From an optimization exercise on the open Yosys and OpenROAD flow, aimed at small area, a short achievable clock period and few clock cycles per item; shortcuts taken in it are not production practice.
In this exercise RTL edits were held to simulation tests only and were not proved equivalent to the original.
No activity file was given, so power comes from the tool's default toggle rates.

[flow/run.sh]
#!/bin/bash
# synth_recipe.tcl (not shown) runs the flow's synth.tcl, then flattens the netlist and writes it again
# the make line also repeats each setting of config.mk as NAME=value (left out here)
make -C /OpenROAD-flow-scripts/flow DESIGN_CONFIG=/design/flow/config.mk WORK_HOME=/design/flow/orfs CLKGATE_MAP_FILE= SYNTH_SCRIPT=/design/flow/synth_recipe.tcl finish
[flow/design.v]
`timescale 1ns / 1ps
module MedianFilter(
    input reset,
    input enable,
    input CLK,
    input Nxt_block_sig,
    input [7:0]height,
    input [7:0]width,
    input [8:0]data,
    output [8:0]data_out,
    output [15:0]index,
    output [7:0]addr_x0,
    output [7:0]addr_y0,
    output [7:0]gdata,
    output Gvector_sig,
    output reg swmv
    );
localparam IDLE = 2'd0, PEND = 2'd1, NUL = 2'd2, PRES = 2'd3;
localparam MA = 3'd0, MB = 3'd1, MC = 3'd2, MP = 3'd3, MX = 3'd4;
localparam SU = 4'd0, SUL = 4'd1, SUR = 4'd2, SD = 4'd3, SDL = 4'd4,
           SDR = 4'd5, SXR = 4'd6, SPF1 = 4'd7, SPF2 = 4'd8;
reg [1:0]  st;
reg [2:0]  md;
reg [1:0]  pc;
reg [3:0]  sq;
reg [7:0]  ox, oy;      
reg [15:0] na;          
reg [15:0] ix;
reg [7:0]  gd;
reg        Gv;
reg [8:0]  dreg;
reg        t1, td, t2, f1, f2, needx;
reg [7:0]  s0, s1, s2, s3;
reg [3:0]  m;
assign index       = ix;
assign addr_x0     = ox;
assign addr_y0     = oy;
assign gdata       = gd;
assign data_out    = {1'b0, gd};
assign Gvector_sig = Gv;
wire xf = (ox == 8'd1);
wire xl = (ox == width);
wire yf = (oy == 8'd1);
wire yl = (oy == height);
wire last = xl & yl;
wire [7:0] wm1 = width - 8'd1;
reg  [2:0] bsel;
reg        cin;
reg [15:0] bop;
always @(*) begin
  case (bsel)
    3'd0: bop = 16'd0;
    3'd1: bop = 16'd1;
    3'd2: bop = 16'd2;
    3'd3: bop = {8'hFF, ~width};    
    3'd4: bop = {8'hFF, ~wm1};      
    3'd5: bop = {8'h00, wm1};       
    3'd6: bop = {8'h00, width};     
    default: bop = 16'd0;
  endcase
end
wire [15:0] asum = na + bop + {15'd0, cin};
wire up_p = xl | ~yf;       
wire up_h = ~yf;            
wire up = ~yf;
wire [6:0] sv;
assign sv[0] = up;
assign sv[1] = up & ~xf;
assign sv[2] = up & ~xl;
assign sv[3] = ~yl;
assign sv[4] = ~yl & ~xf;
assign sv[5] = ~yl & ~xl;
assign sv[6] = needx & ~xl;
reg [3:0] nsl;
always @(*) begin
  nsl = SPF1;
  if      (sq < 4'd1 && sv[1]) nsl = SUL;
  else if (sq < 4'd2 && sv[2]) nsl = SUR;
  else if (sq < 4'd3 && sv[3]) nsl = SD;
  else if (sq < 4'd4 && sv[4]) nsl = SDL;
  else if (sq < 4'd5 && sv[5]) nsl = SDR;
  else if (sq < 4'd6 && sv[6]) nsl = SXR;
end
always @(*) begin
  bsel = 3'd0; cin = 1'b0;
  case (st)
    PEND:
      case (pc)
        2'd0: begin bsel = 3'd0; cin = 1'b1; end
        2'd1: begin bsel = 3'd1; cin = 1'b1; end
        default:
          if (!dreg[8])  begin bsel = 3'd2; cin = 1'b1; end
          else if (up_h) begin bsel = 3'd3; cin = 1'b1; end
          else           begin bsel = 3'd5; cin = 1'b1; end
      endcase
    PRES:
      if (md == MB) begin bsel = 3'd1; cin = 1'b1; end
      else if (dreg[8]) begin
        if (up_p) begin bsel = 3'd3; cin = 1'b1; end
        else      begin bsel = 3'd5; cin = 1'b1; end
      end
      else if (md == MA) begin bsel = 3'd2; cin = 1'b1; end
      else begin bsel = 3'd1; cin = 1'b1; end
    NUL:
      if (sq == SPF1)      begin bsel = 3'd1; cin = 1'b1; end
      else if (sq == SPF2) begin bsel = 3'd0; cin = 1'b0; end
      else
        case (nsl)
          SUL:  begin bsel = 3'd3; cin = 1'b0; end
          SUR:  begin bsel = 3'd4; cin = 1'b1; end
          SD:   begin bsel = 3'd5; cin = 1'b1; end
          SDL:  begin bsel = 3'd5; cin = 1'b0; end
          SDR:  begin bsel = 3'd6; cin = 1'b1; end
          default: begin bsel = 3'd0; cin = 1'b1; end    
        endcase
    default: ;
  endcase
end
reg  [7:0] iv;
reg        ivp;
always @(*) begin
  if (f1) begin
    iv  = xl ? 8'd0 : dreg[7:0];
    ivp = xl | (~needx & ~dreg[8]);
  end else if (f2) begin
    iv  = xf ? 8'd0 : gd;
    ivp = 1'b1;
  end else begin
    iv  = dreg[7:0];
    ivp = t2 & ~dreg[8];
  end
end
wire lt0 = ivp & (iv < s0);
wire lt1 = ivp & (iv < s1);
wire lt2 = ivp & (iv < s2);
wire lt3 = ivp & (iv < s3);
wire [7:0] n0 = lt0 ? iv : s0;
wire [7:0] n1 = lt1 ? (lt0 ? s0 : iv) : s1;
wire [7:0] n2 = lt2 ? (lt1 ? s1 : iv) : s2;
wire [7:0] n3 = lt3 ? (lt2 ? s2 : iv) : s3;
wire [3:0] nm = m + {3'd0, ivp};
wire [2:0] xo = {2'd0, xf} + {2'd0, xl};
wire [3:0] z  = (yf ? 4'd3 : {1'b0, xo}) + (yl ? 4'd3 : {1'b0, xo});
wire [3:0] nn = z + nm;
wire [3:0] kk = (nn + 4'd1) >> 1;
wire [3:0] jj = kk - z - 4'd1;
reg  [7:0] med;
always @(*) begin
  if (kk <= z) med = 8'd0;
  else
    case (jj[1:0])
      2'd0: med = n0;
      2'd1: med = n1;
      2'd2: med = n2;
      default: med = n3;
    endcase
end
always @(posedge CLK) begin
  dreg <= data;
  if (st == NUL) begin
    s0 <= n0; s1 <= n1; s2 <= n2; s3 <= n3; m <= nm;
  end else begin
    s0 <= 8'hFF; s1 <= 8'hFF; s2 <= 8'hFF; s3 <= 8'hFF; m <= 4'd0;
  end
end
always @(posedge CLK or posedge reset) begin
  if (reset) begin
    st <= IDLE; md <= MA; pc <= 2'd0; sq <= SU;
    ox <= 8'd1; oy <= 8'd1; na <= 16'd0; ix <= 16'd0;
    gd <= 8'd0; Gv <= 1'b0; swmv <= 1'b0;
    t1 <= 1'b0; td <= 1'b0; t2 <= 1'b0; f1 <= 1'b0; f2 <= 1'b0; needx <= 1'b0;
  end else begin
    td <= t1;
    t2 <= td;
    t1 <= 1'b0;
    f1 <= 1'b0;
    f2 <= 1'b0;
    case (st)
      IDLE: begin
        Gv <= 1'b0; swmv <= 1'b0;
        ox <= 8'd1; oy <= 8'd1; na <= 16'd0;
        if (enable) begin
          st <= PEND; pc <= 2'd1; ix <= 16'd1;
        end else
          ix <= 16'd0;
      end
      PEND: begin
        case (pc)
          2'd0: begin pc <= 2'd1; ix <= asum; end
          2'd1: begin pc <= 2'd2; ix <= asum; end
          default: begin
            ix <= asum;
            if (!dreg[8]) begin
              st <= PRES; md <= MA; Gv <= 1'b1; gd <= dreg[7:0];
              na <= na + 16'd1;
            end else begin
              st <= NUL; needx <= 1'b0; f1 <= 1'b1;
              sq <= up_h ? SU : SD;
              t1 <= up_h | ~yl;
            end
          end
        endcase
      end
      NUL: begin
        f2 <= f1;
        ix <= asum;
        if (sq == SPF2) begin
          st <= PRES; md <= MP; Gv <= 1'b1; swmv <= 1'b1;
          gd <= med; na <= na + 16'd1;
        end else if (sq == SPF1) begin
          sq <= SPF2;
        end else begin
          sq <= nsl;
          t1 <= (nsl != SPF1);
        end
      end
      PRES: begin
        swmv <= 1'b0;
        if (Nxt_block_sig) begin
          if (last) begin
            st <= IDLE; Gv <= 1'b0; ix <= 16'd0; na <= 16'd0;
            ox <= 8'd1; oy <= 8'd1;
          end else begin
            if (xl) begin ox <= 8'd1; oy <= oy + 8'd1; end
            else ox <= ox + 8'd1;
            case (md)
              MB: begin
                st <= PEND; pc <= 2'd2; Gv <= 1'b0; ix <= asum;
              end
              MX: begin
                st <= PEND; pc <= 2'd0; Gv <= 1'b0;
              end
              default: begin    
                ix <= asum;
                if (!dreg[8]) begin
                  gd <= dreg[7:0]; na <= na + 16'd1;
                  md <= (md == MA) ? MA : (md == MC) ? MB : MC;
                end else begin
                  st <= NUL; Gv <= 1'b0; f1 <= 1'b1;
                  needx <= (md == MC);
                  sq <= up_p ? SU : SD;
                  t1 <= up_p | ~yl;
                end
              end
            endcase
          end
        end else begin
          md <= MX; ix <= na;
        end
      end
    endcase
  end
end
endmodule
[flow/constraint.sdc]
create_clock -name core_clock -period 11.0 [get_ports {CLK}]
set_input_delay 2.2000 -clock core_clock [delete_from_list [all_inputs] [get_ports {CLK}]]
set_output_delay 2.2000 -clock core_clock [all_outputs]
set_load 0.01 [all_outputs]
[flow/config.mk]
export PLATFORM = sky130hd
export DESIGN_NAME = MedianFilter
export DESIGN_NICKNAME = MedianFilter
export VERILOG_FILES = /design/flow/design.v
export SDC_FILE = /design/flow/constraint.sdc
export NUM_CORES = 4
export LEC_CHECK = 0
export CAP_MARGIN = 20
export CORE_MARGIN = 2
export CORE_UTILIZATION = 40
export PLACE_DENSITY = 0.6
export SLEW_MARGIN = 20
==> out/qor.txt <==
Status: timing/DRC/antenna clean
Count of input and output buffers: 78
Drt first pass iters: 5
Maxcap violations: 0
Cell at the root of the clock tree: clkbuf_16
Relative slew slack: 0.393
Setup CP Type: input pin to flip-flop
Starting Density: 0.406
Rows: 54
Clk buf depth: 2
Max Clk Rate: 138 MHz
Final nets: 1188
Final setup vio count: 0
Startpoint types: input pin
Period Utilization, post-route: 0.659
Worst skew pair latency: 0.43 ns
Chip Height: 153 um
Sink Count: 120
Die area: 0.0233 sq mm
Final hold violation count: 0
Post-route cell area: 0.0104 sq mm
CTS tree: built
Total wire length: 23.2 mm
Hold_ws: 0.348 ns
Comb power frac: 0.623
Fin. max-slew vios: 0
Worst-margin pin slew: 0.910 ns
Post-synth EDFFs: 0
Final Skew: 0.00917 ns
Total CTS buffers: 17
WP data required: 11.31 ns
NetSw: 1510 uW
Ys Warns: 1
Seq/Total Area, Yosys: 0.314
Vias in the first global route: 7659
Via density: 5.58
I/O pins: 80
Netlist Area Pre-Place: 0.00884 sq mm
Total gr overflow: 0
Asr flop ratio synth: 0.625
Largest net degree at the start of global routing: 76
Switching part of the total: 0.464
Post-layout min period: 7.25 ns
DRC Markers: 0
Avg Inst Size Synth: 8.48 sq um
Seq cells post-synth: 120
Reg power frac: 0.190
Post-CTS sizing: 0
Arrival @ worst endpoint: 7.56 ns
Tightest Hold Check Type: flip-flop to flip-flop
Post-CTS Setup Inserts: 0
Pwr Density: 313 mW/mm^2
Setup crit end kind: flip-flop
Horiz. Die Dim: 153 um
Maximum vdd ir drop: 0.338 mV
Synthesized net count: 1138
P&R area growth vs syn: 17.9%
Int Power: 1750 uW
Core Box Area: 0.0218 sq mm
CTS Hold Buffers Added: 0
1st-iter DRT viols: 485
Post-Route Setup TNS: 0 ns
Clock power frac: 0.187
Synth Flop Type: dfrtp_1
Crit path max fanout: 14
Gpl congestion: 0.932
Post-Place Cell Area: 0.00976 sq mm
Clock slew at reported path FFs: 0.06 ns
RSZ-0062 raised after global routing: no
H-tree depth: 4
Via count: 7725
Pleak: 0.00478 uW
Post-Synthesis Cells: 1042
WL/cell: 16.7 um
Global-route wire length before repair: 38.8 mm
Post-DP HPWL: 16.4 mm
Final ANT Viol Nets: 0
Fill cells: 2126
Unique masters post-synth: 83
Initial antenna violation count: 0
ANT cells: 0
Gr usage total: 0.204
Layout cell share with drive strength beyond 1: 0.0842
==> logic make-up after synthesis <==
group / share of synthesized area
other: 0.000424
xor gates and xnor gates: 0.0464
muxes: 0.0770
adders and majority gates: 0.0993
buffers and inverters: 0.0577
DFF: 0.314
AOI/OAI and AO/OA: 0.203
and+or+nand+nor: 0.202
==> cell usage in the layout (no fill, tap or decap), types with 7 or more instances in the layout <==
| master | n |
|---|---|
| a21o_1 | 8 |
| nor2b_1 | 20 |
| mux2_2 | 15 |
| clkbuf_16 | 20 |
| nand2b_1 | 17 |
| clkdlybuf4s50_1 | 78 |
| and2_1 | 12 |
| xor2_1 | 33 |
| mux2i_1 | 40 |
| and3_1 | 12 |
| ha_1 | 63 |
| o21a_1 | 11 |
| nor3b_1 | 11 |
| nand3_1 | 29 |
| o21ai_0 | 76 |
| inv_1 | 56 |
| o31ai_1 | 10 |
| buf_4 | 7 |
| a22oi_1 | 13 |
| nand2_1 | 116 |
| or3_1 | 8 |
| xnor2_1 | 11 |
| dfrtp_1 | 73 |
| nor3_1 | 20 |
| a21oi_1 | 67 |
| a31oi_1 | 8 |
| or2_2 | 16 |
| nor2_1 | 68 |
| a22o_1 | 12 |
| dfxtp_1 | 45 |
| o211ai_1 | 14 |
==> registers in the layout, summed over array words and instances (netlist names), 3 cells and up <==
| signal | cells |
|---|---|
| ox | 8 |
| s1 | 8 |
| s2 | 8 |
| oy | 8 |
| sq | 4 |
| ix | 16 |
| s0 | 8 |
| dreg | 9 |
| na | 16 |
| s3 | 8 |
| gd | 8 |
| md | 3 |
| m | 4 |
==> worst paths after layout <==
path / cells after the start / from / slack [ns] / to
worst max-delay path: 23 / width[3] / 3.75 / ix[14]
worst min-delay path: 0 / t1 / 0.35 / td
worst max register to register: 24 / ox[1] / 5.40 / ix[14]
worst min register to register: 0 / t1 / 0.35 / td
max in group asynchronous: 3 / reset / 8.20 / sq[2]
min in group asynchronous: 3 / reset / 2.30 / ix[15]
==> final cells by class <==
type	count	area (sq um)	share of cell area
sequential	120	2780	0.267
clock buffer	25	549	0.0527
tap	280	350	0.0336
clock inverter	7	98.8	0.00948
timing repair buffer	87	856	0.0821
multi-input combinational	807	5560	0.534
inverter	59	225	0.0216
==> Yosys cell counts, drive strengths merged, types with 5 or more instances <==
master  instances  area (sq um)
xnor2          12           105
clkbuf         33           124
ha             63           788
inv            58           220
o21a           11          82.6
mux2           23           267
nand2b         17           106
mux2i          41           414
nor3b          11          82.6
o31ai          10          75.1
o211ai         15           118
or3             8          50.1
nor4            5          61.3
nand3          29           145
a22o           12           105
nor2b          20           125
and3           12          75.1
nor3           21           105
xor2           34           305
a22oi          13          97.6
dfrtp          73          1830
and2           13          81.3
o21ai          81           405
nand4           6          37.5
dfxtp          45           901
nor2           68           255
buf            23           163
a21o            8          60.1
a21oi          67           335
or2            18           113
a31oi           9          62.6
nand2         117           447
==> routing by layer <==
layer	share of wire	global-route usage
met5	0	0
met4	0.019	0.0705
met3	0.047	0.0392
met2	0.47	0.335
met1	0.46	0.269
==> critical path, cell delays in order <==
cell and delay [ns]:
clkdlybuf4s50_1 0.63, xor2_1 0.27, nor4_4 0.11, a2111o_1 0.48, a21boi_2 0.20, nand4_1 0.16
o311a_4 0.30, inv_1 0.09, maj3_1 0.32, o21ai_0 0.15, nand2_1 0.10, fa_1 0.44
fa_1 0.41, nor2b_1 0.12, o21ai_0 0.10, a21boi_0 0.27, o21ai_0 0.15, a21oi_1 0.23
o21a_1 0.21, o31ai_1 0.13, a21oi_1 0.21, mux2i_1 0.21, nand2_1 0.06
==> power groups by stage <==
stage	combinational (uW)	clock, uW	sequential, uW
6_report	2030	612	620
5_1_grt	2250	646	634
4_1_cts	2040	624	620
3_5_place_dp	2020	0	627
3_3_place_gp	2000	0	627
2_1_floorplan	1520	0	612
==> through the flow <==
step / instances / util / power [uW] / setup slack, ns
2_1_floorplan: 1042 / - / 2140 / 4.33
3_3_place_gp: 1352 / 0.449 / 2630 / 3.42
3_5_place_dp: 1352 / 0.449 / 2650 / 3.36
4_1_cts: 1384 / 0.478 / 3280 / 3.78
5_1_grt: 1385 / 0.479 / 3530 / 3.33
6_report: 1385 / 0.479 / 3260 / 3.75
Testbench counts, summed over its fixed seeds: cycles 14,489, blocks 5,411.

re-timing with driven ports:
No port has a modelled driver above. Below, the same layout with a new extraction and two added sets of constraints. Step 1 assumes that a clkbuf_16 drives the clock port and a buf_2 every other input. Step 2 also shifts input and output timing later by t, the mid clock arrival at the registers, as if the neighbouring blocks saw the same clock. Slacks: ideal ports / drivers / drivers and shift; pairs: ideal ports / drivers.
t (ns): 0.472
slack for setup (ns): 3.753 / 3.777 / 3.305
latest minus earliest clock arrival (ns): 0.009 / 0.009
worst data-port slew with drivers (ns): 0.05
After both steps setup and hold are still met in this run. The setup slack of this run moves by +0.024 ns with the drivers and by -0.448 ns with both steps.
